This is an optimization exercise on Yosys and OpenROAD, whose aim is small area and a short achievable clock period, not a production implementation.
Function was checked by simulation only, so behaviour that the tests miss may differ from the original.

==> flow/design.v, too long to show whole: its modules and the start of the top module <==
// module ROTATING_VECTORING: 6369 lines
// module addc0: 20 lines
module ROTATING_VECTORING(clk,xi,yi,xf,yf);
  // ...
==> flow/flow/run.sh <==
#!/bin/bash
# Own layout flow: the standard ORFS flow, with timing repair aimed at a
# slack margin below the clock period and stronger port buffers.
set -euo pipefail
export SETUP_SLACK_MARGIN=8.0
export BUFFER_PORTS_ARGS="-buffer_cell sky130_fd_sc_hd__buf_2"
bash standard.sh > standard_flow.log 2>&1
==> flow/standard.sh <==
#!/bin/bash
# synth_recipe.tcl (not shown) runs the flow's synth.tcl, then flattens the netlist and writes it again
# the make line also repeats each setting of config.mk as NAME=value (left out here)
make -C /OpenROAD-flow-scripts/flow DESIGN_CONFIG=/design/flow/config.mk WORK_HOME=/design/flow/orfs CLKGATE_MAP_FILE= SYNTH_SCRIPT=/design/flow/synth_recipe.tcl "${@:-finish}"
==> flow/config.mk <==
export PLATFORM = sky130hd
export DESIGN_NAME = ROTATING_VECTORING
export DESIGN_NICKNAME = ROTATING_VECTORING
export VERILOG_FILES = /design/flow/design.v
export SDC_FILE = /design/flow/constraint.sdc
export NUM_CORES = 4
export LEC_CHECK = 0
export CAP_MARGIN = 20
export CORE_MARGIN = 2
export CORE_UTILIZATION = 40
export SLEW_MARGIN = 20
export SYNTH_HIERARCHICAL = 1
==> flow/constraint.sdc <==
create_clock -name core_clock -period 12.0 [get_ports {clk}]
set_input_delay 2.4000 -clock core_clock [delete_from_list [all_inputs] [get_ports {clk}]]
set_output_delay 2.4000 -clock core_clock [all_outputs]
set_load 0.01 [all_outputs]
==> flow_summary.toml, run 1 <==
[floorplan]
initial_utilization_pct = 40.16

[synth]
ys_seq_area_share_pct = 29.72
synth_top_area_share_pct = 29.72
synth_top_family_by_area = "adder cells"
synthMuxAreaShare_pct = 2.035
synth_cell_types = 82

[cells_and_area]
multi_input_area_um2 = 24140
fin_util_pct = 44.48
seq_area_um2 = 10900
layout_commonest_cell = "dfxtp_1"
clkCellAreaFrac_pct = 5.290

[timing]
post-route-period-util_pct = 31.38
finalClockSkew_ps = 15.39
worst_slack_ps = 8234
fin_hold_ws_ps = 322.3

[drt]
drt_iter0_drc = 1086
ant_nets = 0

[run_status]
outcome = "finished clean"

[clock_network]
cts_root_buf = "clkbuf_16"
clockBufferDepth = 3
clkLatencyLatePin_ps = 620

[worst_setup_path]
crit_fanout = 37
worstRegToRegCells = 13
crit_start = "cw[2]$_DFF_P_"

[grt]
grt_max_degree = 49
met2_usage_pct = 26.90
grtUsageTotal_pct = 15.85
==> run 2: changes to the inputs <==
==> flow/flow/run.sh (replaced) <==
#!/bin/bash
# Own layout flow: the standard ORFS flow, with timing repair aimed at a
# slack margin below the clock period and stronger port buffers.
set -euo pipefail
export SETUP_SLACK_MARGIN=8.4
export BUFFER_PORTS_ARGS="-buffer_cell sky130_fd_sc_hd__buf_2"
bash standard.sh > standard_flow.log 2>&1
==> run 2 against run 1 <==
Still clean. Synthesized cell count is the same. Register-to-register slack gained 310 ps. Clock-buffer cell count fell by 4. Global-route usage shrank 0.13 points. Flip-flop and latch count unchanged. Die area unchanged. Sequential share of layout area shrank 0.31 points. Cell area increased by 1.3%. Cell count is 0.19% higher. Worst hold slack improved by 4.4 ps. Critical endpoint is now a0[12]$_DFF_P_.
==> flow_summary.toml, run 2 <==
[timing]
final_max_slew_viol_count = 0
fmax_ghz = 0.2844
fin_tns_setup_ps = 0
worstMarginPinSlew_ps = 929.6
fin_crit_ps = 3517
setup_violations = 0
hold_viol = 0
finalClockSkew_ps = 32.22
max_slew_margin_pct = 37.94
grt_setup_unrepaired = "true"
post-route-period-util_pct = 29.30

[worst_setup_path]
worstPathArrival_ps = 4100
required_ps = 12580
crit_top_cell = "o211ai_1"
critPathMaxStageDelay_ps = 480
worst_path_max_delay_cell = "o211ai_1"
r2r_start = "vp6[8]$_DFF_P_"
cp_cell_sequence = "buf_2, inv_1, ha_4, o211ai_1, o211ai_1, nand3_1, a21oi_1, nand3b_1"
worstRegToRegCells = 12
crit_family = "compound AO/OA/AOI/OAI gates"
worst-path-stages = 8
path_buf_inv = 2
crit_fanout = 5
worstSetupEndpointType = "flop"
reg2reg_slack_ps = 8540
r2r-end = "rn3[4]$_DFF_P_"
path_class = "in2reg"
start_kind = "primary input"

[synth]
synth_ff_type = "dfxtp_1"
ys_warn_count = 21
async_reset_ff_share_pct = 0
syn-mean-instance-area_um2 = 9.423
synth_area_leaders = "dfxtp_1, ha_1, xnor2_1, xor2_1, fa_1"
synth_cell_types = 82
synth-edff-count = 0
synth_common_cells = "dfxtp_1, ha_1, xnor2_1"
yosys.area.top_type = "dfxtp_1"
netlist_instances = 3889
netlist_area_um2 = 36650
yosysMostFrequentCell = "dfxtp_1"
ys_ff_latch = 544
synth_top_area_share_pct = 29.72
ys_seq_area_share_pct = 29.72

[placed_design]
dpl.hpwl_um = 60730
place.gp.congestion = 0.8579
io_buffers = 64
dpl.cell_count = 5094

[clock_network]
clk_pin_slew_ps = 60
clkLatencyLatePin_ps = 660
cts_tree = "yes"
cts_root_buf = "clkbuf_16"
ctsHoldBuffers = 0
clockBufferDepth = 3
clkSinkCount = 544
cts_inserted_buffers = 60
ctsHtreeMaxLevel = 2

[cells_and_area]
num_antenna_cells = 0
fillers = 8753
layout_commonest_cell = "dfxtp_1"
areaGrowthSynthToFinish_pct = 12.18
fin_cells = 5219
nets = 4613
layout_common_cells = "dfxtp_1, ha_1, xnor2_1, inv_1, xor2_1"
drive_gt1_share_pct = 8.530

[drt]
wl_per_cell_um = 14.30
ant_nets = 0
drt_iter0_drc = 982
via_count = 25671
drt-pass1-iter-count = 5
routed_wl_um = 74650
routed_via_density = 4.919
drc_errors = 0

[min_path]
hold_class = "reg2reg"
hold_start = "vd2_2$_DFF_P_"
whs_path_depth = 0
min_to = "vd3_2$_DFF_P_"

[grt]
grt_max_degree = 49
grt_pass1_vias = 25031
grtUsageTotal_pct = 15.72
grt_pass1_wl_um = 122900
grt-ovfl-total = 0
antenna_found_initial = 0

[flow_run]
maxCapViolCount = 0

[floorplan]
core-area_um2 = 91250
io_pins = 65
initial_utilization_pct = 40.16
dieArea_um2 = 94050
chipHeight_um = 306.7
core.rowCount = 111
dieWidth_um = 306.7

[run_status]
outcome = "finished clean"
==> run 2: changes by cell type in the layout (fill, tap and decap cells not counted), moves of 4 or more <==
cell	previous run	this run
a21oi_1	241	230
buf_4	20	25
inv_1	370	365
clkinv_4	4	8
ha_4	0	21
dfxtp_1	535	530
inv_6	8	3
a21oi_2	3	12
ha_1	499	475
==> run 2: area by class of cell <==
class | count | area (um^2) | share of cell area (%)
clock inverter | 40 | 523.0 | 1.272
sequential | 544 | 10920 | 26.55
timing repair buffer | 97 | 610.6 | 1.485
multi-input combinational | 2909 | 24540 | 59.70
inverter | 370 | 1405 | 3.418
tap | 1186 | 1484 | 3.610
clock buffer | 73 | 1630 | 3.966
==> run 2: cell families (layout without fill, tap and decap cells) <==
| group | after synthesis | count (layout) | synth area share [%] |
|---|---|---|---|
| AOI/OAI and AO/OA | 788 | 788 | 14.34 |
| and+or+nand+nor | 748 | 748 | 10.28 |
| xor gates and xnor gates | 691 | 691 | 16.52 |
| adders and majority gates | 600 | 600 | 22.50 |
| DFF | 544 | 544 | 29.72 |
| buffers and inverters | 445 | 580 | 4.589 |
| muxes | 71 | 71 | 2.035 |
| other | 2 | 11 | 0.02049 |
==> run 2: metal layers <==
metal,part of all wire [%],track usage (%),vias up
met2,48,28.04,311
met4,2.4,4.412,0
met5,0,0,-
met1,47,19.67,11689
met3,2.9,2.205,127
li1,-,-,13544
==> run 2: how the worst max path moves through the flow <==
stage / startpoint / end / slack [ps]
after floorplan: yi[12] / a0[15]$_DFF_P_ / 8230
after global placement: xi[3] / c0[12]$_DFF_P_ / 7840
after detailed placement: xi[3] / c0[12]$_DFF_P_ / 7820
after CTS: vp6[2]$_DFF_P_ / rn3[13]$_DFF_P_ / 8410
after global routing: vp6[8]$_DFF_P_ / rn3[13]$_DFF_P_ / 8390
final: yi[3] / a0[12]$_DFF_P_ / 8480
==> run 2: metrics by stage <==
stage	setup slack [ps]	utilization (%)	area [um^2]	hold slack, ps
floorplan	8229	-	37060	309.6
global placement	7843	42.47	38750	311.0
detailed placement	7825	42.47	38750	312.1
CTS	8408	44.89	40960	327.2
global route	8388	45.05	41110	328.7
finish	8484	45.05	41110	326.6
==> run 2: repair_timing <==
action	4_1_cts	5_1_grt
pin swaps	3	3
hold endpoints to repair	0	0
endpoints found under the setup margin	21	17
setup buffers	3	9
gates resized for setup	13	25
==> run 2: Yosys stat by module (local to each module, per instance) <==
module,flip-flops and latches,cells inside
ROTATING_VECTORING,544,3550
addc0,0,113
==> run 3: changes to the inputs <==
--- a/flow/flow/run.sh
+++ b/flow/flow/run.sh
@@ -4,4 +4,5 @@
 set -euo pipefail
 export SETUP_SLACK_MARGIN=8.4
 export BUFFER_PORTS_ARGS="-buffer_cell sky130_fd_sc_hd__buf_2"
+export CTS_ARGS="-sink_clustering_enable -repair_clock_nets -dont_use_dummy_load"
 bash standard.sh > standard_flow.log 2>&1
==> run 3 against run 2 <==
Worst hold slack worse by 17 ps. Critical path depth is the same. Cell area decreased by 1.5%. Critical endpoint is now a0[15]$_DFF_P_. Clock-buffer cell count down 13.
==> flow_summary.toml, run 3 <==
[run_status]
outcome = "finished clean"

[clock_network]
cts_inserted_buffers = 60
ctsHoldBuffers = 0
clkSinkCount = 544
cts_root_buf = "clkbuf_16"
clkLatencyLatePin_ps = 660
clk_pin_slew_ps = 50
cts_tree = "yes"
ctsHtreeMaxLevel = 2
clockBufferDepth = 3

[drt]
routed_wl_um = 74630
drc_errors = 0
ant_nets = 0
drt-pass1-iter-count = 5
wl_per_cell_um = 14.45
routed_via_density = 4.949
drt_iter0_drc = 1021
via_count = 25564

[timing]
fin_tns_setup_ps = 0
grt_setup_unrepaired = "true"
max_slew_margin_pct = 38.07
worstMarginPinSlew_ps = 927.6
fmax_ghz = 0.2819
fin_crit_ps = 3547
fin_hold_ws_ps = 309.4
post-route-period-util_pct = 29.56
setup_violations = 0
final_max_slew_viol_count = 0
finalClockSkew_ps = 73.24
hold_viol = 0

[synth]
synth_area_leaders = "dfxtp_1, ha_1, xnor2_1, xor2_1, fa_1"
netlist_area_um2 = 36650
async_reset_ff_share_pct = 0
synth_common_cells = "dfxtp_1, ha_1, xnor2_1"
synth-edff-count = 0
synth_cell_types = 82
ys_warn_count = 21
yosysMostFrequentCell = "dfxtp_1"
synth_top_area_share_pct = 29.72
yosys.area.top_type = "dfxtp_1"
ys_ff_latch = 544
netlist_instances = 3889
syn-mean-instance-area_um2 = 9.423
synth_ff_type = "dfxtp_1"
ys_seq_area_share_pct = 29.72

[grt]
grt_pass1_vias = 24881
antenna_found_initial = 0
grt-ovfl-total = 0
grt_pass1_wl_um = 121900
grtUsageTotal_pct = 15.61
grt_max_degree = 49

[cells_and_area]
num_antenna_cells = 0
drive_gt1_share_pct = 7.389
areaGrowthSynthToFinish_pct = 10.46
fillers = 8798
layout_commonest_cell = "dfxtp_1"
layout_common_cells = "dfxtp_1, ha_1, xnor2_1, inv_1, xor2_1"
fin_util_pct = 44.36
nets = 4612

[floorplan]
core-area_um2 = 91250
dieArea_um2 = 94050
dieWidth_um = 306.7
chipHeight_um = 306.7
core.rowCount = 111
io_pins = 65
initial_utilization_pct = 40.16

[worst_setup_path]
required_ps = 12480
worstSetupEndpointType = "flop"
worstPathArrival_ps = 4030
start_kind = "primary input"
r2r_start = "vp6[8]$_DFF_P_"
r2r-end = "rn3[13]$_DFF_P_"
crit_fanout = 6
worstRegToRegCells = 15
reg2reg_slack_ps = 8530
path_class = "in2reg"

[placed_design]
place.gp.congestion = 0.8579
io_buffers = 64
dpl.hpwl_um = 60730

[min_path]
min_to = "rv3[12]$_DFF_P_"
hold_class = "reg2reg"
whs_path_depth = 0
hold_start = "rn3[12]$_DFF_P_"

[flow_run]
maxCapViolCount = 0
-- run 3: cell counts after synthesis --
Identical to the previous run, type by type.
-- run 3: how the worst max path moves through the flow --
stage,start,to,slack [ps],cells after the start
6_report,yi[6],a0[15]$_DFF_P_,8450,8
5_1_grt,n0$_DFF_P_,vy1r[15]$_DFF_P_,8340,11
4_1_cts,n0$_DFF_P_,vy1r[15]$_DFF_P_,8290,11
3_5_place_dp,xi[3],c0[12]$_DFF_P_,7820,8
3_3_place_gp,xi[3],c0[12]$_DFF_P_,7840,8
2_1_floorplan,yi[12],a0[15]$_DFF_P_,8230,7
-- run 3: cell type report --
class / instances / area [um^2] / share of cell area [%]
timing repair buffer: 96 / 630.6 / 1.558
multi-input combinational: 2909 / 24540 / 60.63
tap: 1186 / 1484 / 3.666
inverter: 370 / 1405 / 3.471
clock buffer: 60 / 1501 / 3.709
sequential: 544 / 10920 / 26.97
-- run 3: cells by family after synthesis --
family | synth area share (%)
buf+inv | 4.589
flops | 29.72
other cells | 0.02049
simple gates | 10.28
mux | 2.035
fa+ha+maj | 22.50
xor+xnor | 16.52
compound gates | 14.34
-- run 3: stage by stage --
| step | instances | setup slack, ps | cell area (um^2) |
|---|---|---|---|
| 2_1_floorplan | 3898 | 8229 | 37060 |
| 3_3_place_gp | 5094 | 7843 | 38750 |
| 3_5_place_dp | 5094 | 7825 | 38750 |
| 4_1_cts | 5157 | 8289 | 40300 |
| 5_1_grt | 5165 | 8335 | 40480 |
| 6_report | 5165 | 8453 | 40480 |
-- run 3: timing repair --
item | CTS | global route
setup buffers | 3 | 7
setup endpoints to repair | 21 | 23
gates cloned | 0 | 1
endpoints found under the hold margin | 0 | 0
pin swaps | 1 | 7
resized for setup | 10 | 29
-- run 3: per-module statistics from Yosys, one instance, submodules excluded --
module              copies in the design  flip-flops and latches  cells inside
addc0                                  3                       0           113
ROTATING_VECTORING                     1                     544          3550
-- run 3: layer usage --
| layer | up-vias | global-route usage, % | share of wire [%] |
|---|---|---|---|
| met5 | - | 0 | 0 |
| met4 | 0 | 4.264 | 2.2 |
| met3 | 122 | 2.157 | 3.0 |
| met2 | 317 | 27.92 | 48 |
| met1 | 11639 | 19.55 | 47 |
| li1 | 13486 | - | - |
-- run 3: critical path: stages --
cell and delay [ps]:
buf_2 140, inv_1 50, ha_1 360, a21o_1 190, a21oi_1 290, o21a_1 220, o221ai_1 110, a221o_1 260
==> run 4: changes to the inputs <==
==> flow/flow/run.sh (replaced) <==
#!/bin/bash
# Own layout flow: the standard ORFS flow, with timing repair aimed at a
# slack margin below the clock period and stronger port buffers.
set -euo pipefail
export SETUP_SLACK_MARGIN=8.4
export BUFFER_PORTS_ARGS="-buffer_cell sky130_fd_sc_hd__buf_2"
export CTS_ARGS="-sink_clustering_enable -repair_clock_nets -dont_use_dummy_load -buf_list {sky130_fd_sc_hd__clkbuf_4 sky130_fd_sc_hd__clkbuf_8}"
bash standard.sh > standard_flow.log 2>&1
==> run 4 against run 3 <==
Synthesized cell count stayed put. Clock skew is 7.7 ps higher. Core utilization is 0.29 points lower. Largest cell class unchanged. Critical path type is now reg2out. Cell count is 0.62% higher. Area after synthesis stayed put. Still clean on timing, DRC and antenna.
==> flow_summary.toml, run 4 <==
[timing]
fmax_ghz = 0.2851
final_max_slew_viol_count = 0
hold_viol = 0
worstMarginPinSlew_ps = 919.8
max_slew_margin_pct = 38.60
grt_setup_unrepaired = "true"
worst_slack_ps = 8492
fin_crit_ps = 3508
post-route-period-util_pct = 29.23
setup_violations = 0
fin_tns_setup_ps = 0
finalClockSkew_ps = 80.91

[worst_setup_path]
cp_cell_sequence = "buf_2"
crit_family = "flip-flops"
worstSetupEndpointType = "output pin"
required_ps = 9600
worst_path_max_delay_cell = "dfxtp_1"
path_buf_inv = 1
start_kind = "flop"
path_class = "reg2out"
r2r_start = "n0$_DFF_P_"
critPathMaxStageDelay_ps = 310
worstPathArrival_ps = 1110
crit_fanout = 1
reg2reg_slack_ps = 8580
crit_start = "rx7r[0]$_DFF_P_"

[floorplan]
io_pins = 65
dieArea_um2 = 94050
chipHeight_um = 306.7
dieWidth_um = 306.7
initial_utilization_pct = 40.16
core.rowCount = 111
core-area_um2 = 91250

[cells_and_area]
final_area_um2 = 40220
drive_gt1_share_pct = 8.005
layout_common_cells = "dfxtp_1, ha_1, xnor2_1, inv_1, xor2_1"
layout_commonest_cell = "dfxtp_1"
fin_util_pct = 44.08
areaGrowthSynthToFinish_pct = 9.748
nets = 4643
fin_cells = 5197

[grt]
antenna_found_initial = 1
grt-ovfl-total = 0
grt_pass1_wl_um = 121900
grt_max_degree = 49
grt_pass1_vias = 25140
grtUsageTotal_pct = 15.69

[drt]
wl_per_cell_um = 14.32
drt_iter0_drc = 985
via_count = 25606
drc_errors = 0
drt-pass1-iter-count = 5
ant_nets = 0
routed_wl_um = 74430
routed_via_density = 4.927

[synth]
synth_top_area_share_pct = 29.72
ys_warn_count = 21
netlist_instances = 3889
synth-edff-count = 0
synth_cell_types = 82
async_reset_ff_share_pct = 0
ys_seq_area_share_pct = 29.72
synth_area_leaders = "dfxtp_1, ha_1, xnor2_1, xor2_1, fa_1"
yosys.area.top_type = "dfxtp_1"
netlist_area_um2 = 36650
ys_ff_latch = 544
synth_ff_type = "dfxtp_1"
syn-mean-instance-area_um2 = 9.423
yosysMostFrequentCell = "dfxtp_1"
synth_common_cells = "dfxtp_1, ha_1, xnor2_1"

[clock_network]
ctsHoldBuffers = 0
cts_root_buf = "clkbuf_8"
clkSinkCount = 544
cts_tree = "yes"
ctsHtreeMaxLevel = 3
clockBufferDepth = 3
clk_pin_slew_ps = 60
cts_inserted_buffers = 93
clkLatencyLatePin_ps = 680

[run_status]
outcome = "finished clean"

[placed_design]
io_buffers = 64
dpl.cell_count = 5094
dp_slack_ps = 7825
dpl.hpwl_um = 60730
place.gp.congestion = 0.8579
postPlaceCellArea_um2 = 38750

[min_path]
hold_class = "reg2reg"
hold_start = "vd2_0$_DFF_P_"

[flow_run]
maxCapViolCount = 0
## run 4: changes by cell type in the layout (fill, tap and decap cells not counted), sizes merged
| cell | change |
|---|---|
| diode | +1 |
| buf | +2 |
| clkbuf | +29 |
## run 4: routing by layer
layer	track usage [%]	wire, um	up-vias	part of all wire [%]
met1	19.38	34570	11598	46
met4	5.404	2025	0	2.7
met5	0	0	-	0
met3	2.529	2386	143	3.2
met2	27.59	35450	333	48
li1	-	-	13532	-
## run 4: kinds of logic after synthesis
kind of cell             synth area share, %
flip-flops                             29.72
buffers and inverters                  4.589
XOR/XNOR                               16.52
AO/OA/AOI/OAI                          14.34
multiplexers                           2.035
adder cells (fa/ha/maj)                22.50
other                                0.02049
AND/OR/NAND/NOR                        10.28
## run 4: what timing repair did
item	CTS	global route
gates resized for setup	14	21
endpoints found under the setup margin	24	14
pin swaps	1	1
cloned	0	0
buffers inserted	4	5
## run 4: stage by stage
step                hold slack (ps)
finish                        322.9
CTS                           323.8
global placement              311.0
global route                  326.4
detailed placement            312.1
floorplan                     309.6
## run 4: final cells by class
type                    instances  area [um^2]
flip-flops and latches        544        10910
fillers                      8862        51030
diodes                          1        2.502
repair buffers                 94        598.1
well taps                    1186         1484
clock buffers                  93         1280
multi-input cells            2909        24530
inverters                     370         1405
## run 4: worst paths after layout
kind                       to  depth (start not counted)
max                     xf[0]                          1
max reg2reg  vy1r[15]$_DFF_P_                         11
min             vd3_0$_DFF_P_                          0
min reg2reg     vd3_0$_DFF_P_                          0
## run 4: per-module statistics from Yosys (local to each module, per instance)
module,times used,flops+latches
ROTATING_VECTORING,1,544
addc0,3,0
==> run 5: changes to the inputs <==
--- a/flow/config.mk
+++ b/flow/config.mk
@@ -7,6 +7,6 @@
 export LEC_CHECK = 0
 export CAP_MARGIN = 20
 export CORE_MARGIN = 2
-export CORE_UTILIZATION = 40
+export CORE_UTILIZATION = 55
 export SLEW_MARGIN = 20
 export SYNTH_HIERARCHICAL = 1
==> run 5 against run 4 <==
Highest routed layer unchanged. Routed wire length up 11%. Non-clock buffer count up 6. Critical endpoint is now a0[12]$_DFF_P_.
==> flow_summary.toml, run 5 <==
[timing]
grt_setup_unrepaired = "true"
worstMarginPinSlew_ps = 1001
fmax_ghz = 0.2771
post-route-period-util_pct = 30.08
finalClockSkew_ps = 55.27
final_max_slew_viol_count = 0
setup_violations = 0
hold_viol = 0
max_slew_margin_pct = 32.55
fin_crit_ps = 3609
fin_tns_setup_ps = 0

[synth]
synth_area_leaders = "dfxtp_1, ha_1, xnor2_1, xor2_1, fa_1"
ys_ff_latch = 544
yosysMostFrequentCell = "dfxtp_1"
ys_seq_area_share_pct = 29.72
netlist_instances = 3889
ys_warn_count = 21
synth_ff_type = "dfxtp_1"
synth_cell_types = 82
synth_top_area_share_pct = 29.72
yosys.area.top_type = "dfxtp_1"
synth-edff-count = 0
synth_common_cells = "dfxtp_1, ha_1, xnor2_1"
async_reset_ff_share_pct = 0
syn-mean-instance-area_um2 = 9.423
netlist_area_um2 = 36650

[floorplan]
dieArea_um2 = 68710
chipHeight_um = 262.1
dieWidth_um = 262.1
io_pins = 65
initial_utilization_pct = 55.64
core.rowCount = 94
core-area_um2 = 65860

[placed_design]
io_buffers = 64
place.gp.congestion = 0.9122
dpl.hpwl_um = 66990

[clock_network]
cts_tree = "yes"
clkSinkCount = 544
clk_pin_slew_ps = 60
clkLatencyLatePin_ps = 660
cts_inserted_buffers = 91
ctsHtreeMaxLevel = 3
cts_root_buf = "clkbuf_8"
clockBufferDepth = 3

[drt]
wl_per_cell_um = 16.96
drc_errors = 0
drt-pass1-iter-count = 5
routed_via_density = 5.461
via_count = 26642
routed_wl_um = 82750
drt_iter0_drc = 1112
ant_nets = 0

[worst_setup_path]
worst_path_max_delay_cell = "o211ai_1"
crit_family = "compound AO/OA/AOI/OAI gates"
worstRegToRegCells = 11
required_ps = 12500
cp_cell_sequence = "buf_2, inv_1, ha_4, o211ai_1, o211ai_1, nand3_2, nand4_1, nand3b_1"
path_class = "in2reg"
worstPathArrival_ps = 4110
r2r-end = "rn3[4]$_DFF_P_"
reg2reg_slack_ps = 8500
worstSetupEndpointType = "flop"
r2r_start = "vp6[8]$_DFF_P_"
crit_fanout = 5
critPathMaxStageDelay_ps = 550
path_buf_inv = 2
crit_top_cell = "o211ai_1"
start_kind = "primary input"

[cells_and_area]
drive_gt1_share_pct = 8.396
areaGrowthSynthToFinish_pct = 9.038
layout_common_cells = "dfxtp_1, ha_1, xnor2_1, inv_1, xor2_1"
fillers = 5683
fin_util_pct = 60.67
layout_commonest_cell = "dfxtp_1"
nets = 4647

[run_status]
outcome = "finished clean"

[flow_run]
maxCapViolCount = 0

[grt]
grtUsageTotal_pct = 24.10
antenna_found_initial = 1
grt_pass1_wl_um = 133900
grt_max_degree = 49
grt_pass1_vias = 26886
grt-ovfl-total = 0

[min_path]
whs_path_depth = 0
hold_start = "vd1_1$_DFF_P_"
hold_class = "reg2reg"
min_to = "vd2_1$_DFF_P_"
run 5: what timing repair did:
item,4_1_cts,5_1_grt
pin swaps,2,8
buffers inserted,7,13
endpoints found under the setup margin,28,17
gates resized for setup,12,32
hold buffers,0,0
run 5: area by class of cell:
class | instances | area [um^2] | share of cell area, %
Sequential cell | 544 | 10920 | 27.34
Clock buffer | 91 | 1252 | 3.134
Inverter | 370 | 1401 | 3.507
Timing Repair Buffer | 100 | 683.2 | 1.710
Multi-Input combinational cell | 2909 | 24610 | 61.60
Antenna cell | 1 | 2.502 | 0.006263
Tap cell | 864 | 1081 | 2.706
run 5: how the worst max path moves through the flow:
| stage | start | cells after the start | end |
|---|---|---|---|
| global route | vp6[8]$_DFF_P_ | 13 | rn3[13]$_DFF_P_ |
| detailed placement | n0$_DFF_P_ | 11 | vy1r[15]$_DFF_P_ |
| floorplan | yi[12] | 7 | a0[15]$_DFF_P_ |
| CTS | vs6$_DFF_P_ | 13 | rn3[13]$_DFF_P_ |
| finish | yi[2] | 8 | a0[12]$_DFF_P_ |
| global placement | vp6[2]$_DFF_P_ | 15 | rn3[13]$_DFF_P_ |
run 5: cell families after synthesis:
kind of cell / share of synthesized area [%]
AOI/OAI and AO/OA: 14.34
and+or+nand+nor: 10.28
xor gates and xnor gates: 16.52
adders and majority gates: 22.50
DFF: 29.72
buffers and inverters: 4.589
muxes: 2.035
other: 0.02049
run 5: per-layer routing:
layer / routed length, um / vias up / track usage, % / part of all wire (%)
met1: 38850 / 12473 / 31.42 / 47
met5: 0 / - / 0 / 0
met2: 38760 / 483 / 41.23 / 47
met4: 2426 / 0 / 7.800 / 2.9
met3: 2716 / 155 / 3.231 / 3.3
li1: - / 13531 / - / -
run 5: worst register-to-register path, delay by kind of cell, from the launching register on:
family,cells,cell delay (ps)
compound gates,2,690
simple gates,5,1240
buf+inv,1,140
mux,1,260
flops,1,510
fa+ha+maj,2,530
run 5: metrics by stage:
step	instance area, um^2	worst slack (ps)	hold slack (ps)	std cells
finish	39960	8391	331.5	4879
global placement	38310	7835	335.7	4767
detailed placement	38310	7708	345.3	4767
floorplan	37060	8229	309.6	3898
global route	39960	8352	327.5	4879
CTS	39680	8361	318.2	4865
run 5: modules after synthesis, one instance, submodules excluded:
module / cells inside / copies in the design / flops+latches / cell area, um^2
ROTATING_VECTORING: 3550 / 1 / 544 / 34040
addc0: 113 / 3 / 0 / 867.1

## re-timing with driven ports
The results above use ideal ports. As a check the final layouts listed here were re-extracted and re-timed, cells and wires unchanged. Step 1 (the two cells are an assumption about what drives the block):
set clk [get_ports {clk}]
set_driving_cell -lib_cell sky130_fd_sc_hd__clkbuf_16 $clk
set_driving_cell -lib_cell sky130_fd_sc_hd__buf_2 [delete_from_list [all_inputs] $clk]
Step 2 adds t to the input delays and takes it off the output delays; t is the mean of the earliest and latest rising clock arrival at the registers after step 1. Input paths then give back, and output paths get back, about the clock's delay inside the block. Three values: ideal, step 1, step 2; two values: the first two.
run | shift t [ns] | setup slack, ns | worst setup path at the end
run 1 | 0.677 | 8.234 / 8.234 / 7.735 | input to register
run 2 | 0.710 | 8.483 / 8.438 / 7.818 | input to register
run 3 | 0.684 | 8.453 / 8.446 / 7.813 | input to register
run 4 | 0.706 | 8.492 / 8.430 / 7.839 | input to register
run 5 | 0.701 | 8.391 / 8.433 / 7.733 | input to register
After both steps every run listed still meets setup and hold. The setup slack of run 2, which loses most, moves by -0.045 ns with the drivers and by -0.665 ns with both steps.
